Context: an optimization exercise on an open-source flow, tuned for a short achievable clock period. The choices shown serve that exercise and are no tape-out recipe. Function was checked by simulation only, so behaviour that the tests miss may differ from the original. No activity file was given, so power comes from the tool's default toggle rates.

## riscv_core
module riscv_core (
	input         clock,
	input         reset,
	output [31:0] PC_out,
	input  [31:0] instr_in,
	output        instr_en,
	output [31:0] data_addr,
	output        ren,
	output        wen,
	output [31:0] data_out,
	input  [31:0] data_in,
	output [3:0]  byte_select,
	input         memReady,
	input         software_interrupt,
	input         timer_interrupt,
	input         external_interrupt
);
	cpu cpu1 (
		.clock(clock),
		.reset(reset),
		.PC_out(PC_out),
		.instr_in(instr_in),
		.data_addr(data_addr),
		.ren(ren),
		.wen(wen),
		.instr_en(instr_en),
		.data_out(data_out),
		.data_in(data_in),
		.byte_select(byte_select),
		.software_interrupt(software_interrupt),
		.timer_interrupt(timer_interrupt),
		.external_interrupt(external_interrupt),
		.memReady(memReady)
	);
endmodule
Size in the first run: about 17000 cells after synthesis, roughly 2300 flip-flops, about 170 I/O pins, roughly 0.15 mm2 of cells after synthesis.
==> flow/config.mk <==
export PLATFORM = sky130hd
export DESIGN_NAME = riscv_core
export DESIGN_NICKNAME = riscv_core
export VERILOG_FILES = /design/flow/design.v
export SDC_FILE = /design/flow/constraint.sdc
export NUM_CORES = 8
export LEC_CHECK = 0
export CAP_MARGIN = 30
export CORE_MARGIN = 2
export CORE_UTILIZATION = 40
export SLEW_MARGIN = 30
==> flow/constraint.sdc <==
create_clock -name core_clock -period 12.5 [get_ports {clock}]
set_input_delay 2.5000 -clock core_clock [delete_from_list [all_inputs] [get_ports {clock}]]
set_output_delay 2.5000 -clock core_clock [all_outputs]
set_load 0.01 [all_outputs]
standard.sh (not shown) runs the stock make flow with config.mk's settings and CLKGATE_MAP_FILE= SYNTH_SCRIPT=/design/flow/synth_recipe.tcl, a recipe that flattens the netlist after the stock synthesis.
==> flow/flow/run.sh <==
#!/bin/bash
# Layout flow: the standard flow (standard.sh) with these changes to how the
# layout is optimised; synthesis is the standard one, run first on its own.
#  - the setup repair steps aim for a larger slack margin, so that repair_timing
#    keeps improving paths that already meet the 12.5 ns clock;
#  - memReady and instr_en, the only input-to-output path, get adjacent pins;
#  - ports are buffered with buf_4 and the delay cells are not used, so that
#    the resizer does not put slow delay buffers on the port paths;
#  - after global routing, two more setup repair passes on global-route
#    parasitics, then the gate that drives instr_en's output buffer gets its
#    own memReady input buffer, placed with it next to the two pins
#    (flow/post_grt.tcl, flow/eco_io.tcl);
#  - up to 12 rounds of antenna repair after detailed routing (5 by default).
set -euo pipefail
here=$(pwd)
bash standard.sh synth > "$here/synth.log" 2>&1
export DONT_USE_CELLS="sky130_fd_sc_hd__dlygate4sd1_1 sky130_fd_sc_hd__dlygate4sd2_1 sky130_fd_sc_hd__dlygate4sd3_1 sky130_fd_sc_hd__clkdlybuf4s15_1 sky130_fd_sc_hd__clkdlybuf4s15_2 sky130_fd_sc_hd__clkdlybuf4s18_1 sky130_fd_sc_hd__clkdlybuf4s18_2 sky130_fd_sc_hd__clkdlybuf4s25_1 sky130_fd_sc_hd__clkdlybuf4s25_2 sky130_fd_sc_hd__clkdlybuf4s50_1 sky130_fd_sc_hd__clkdlybuf4s50_2 sky130_fd_sc_hd__dlymetal6s2s_1 sky130_fd_sc_hd__dlymetal6s4s_1 sky130_fd_sc_hd__dlymetal6s6s_1"
bash standard.sh SETUP_SLACK_MARGIN=7.3 IO_CONSTRAINTS="$here/flow/io.tcl" \
  "BUFFER_PORTS_ARGS=-buffer_cell sky130_fd_sc_hd__buf_4" \
  POST_GLOBAL_ROUTE_TCL="$here/flow/post_grt.tcl" MAX_REPAIR_ANTENNAS_ITER_DRT=12 finish > "$here/layout.log" 2>&1
Other scripts of this flow, unchanged in this note and not shown: flow/flow/eco_io.tcl, flow/flow/io.tcl, flow/flow/post_grt.tcl
Edit:
Settings changed: CORE_UTILIZATION 40 to 32.
Effect: The new run went through all stages and came out clean; count of clock-buffer cells in the layout rose by 17; cell area rose by 1.9%; sequential share of layout area fell by 0.61 points; global-route usage fell by 7.9 points; combinational power rose by about 2%; cell count rose by 6.1%; die area rose by 25%; routed wire length rose by 5.2%; utilization fell by 8.5 points; total power rose by 2.4%; clock skew fell by 0.048 ns.

-- port drivers added, routing unchanged --
Ports are ideal in the flow. The routed layouts listed here were re-timed in OpenROAD. Step 1 sets driving cells, clkbuf_16 on the clock port and buf_2 on the other inputs (assumed; they add their load-dependent delay and slew). Step 2 also shifts input and output timing later by t, the mid clock arrival at the registers, as if the neighbouring blocks saw the same clock. Three values: no drivers, after step 1, after step 2; two values: the first two.
| run | t, ns | setup slack, ns | worst register clock-pin slew, ns | worst slew at a driven data input, ns |
|---|---|---|---|---|
| the first run | 1.110 | 7.160 / 7.030 / 6.086 | 0.07 / 0.07 | 0.22 |
| the second run | 1.129 | 7.150 / 6.826 / 6.034 | 0.08 / 0.08 | 0.40 |
After both steps setup and hold are still met in every run listed. The setup slack of the second run, which loses most, moves by -0.324 ns with the drivers and by -1.116 ns with both steps.
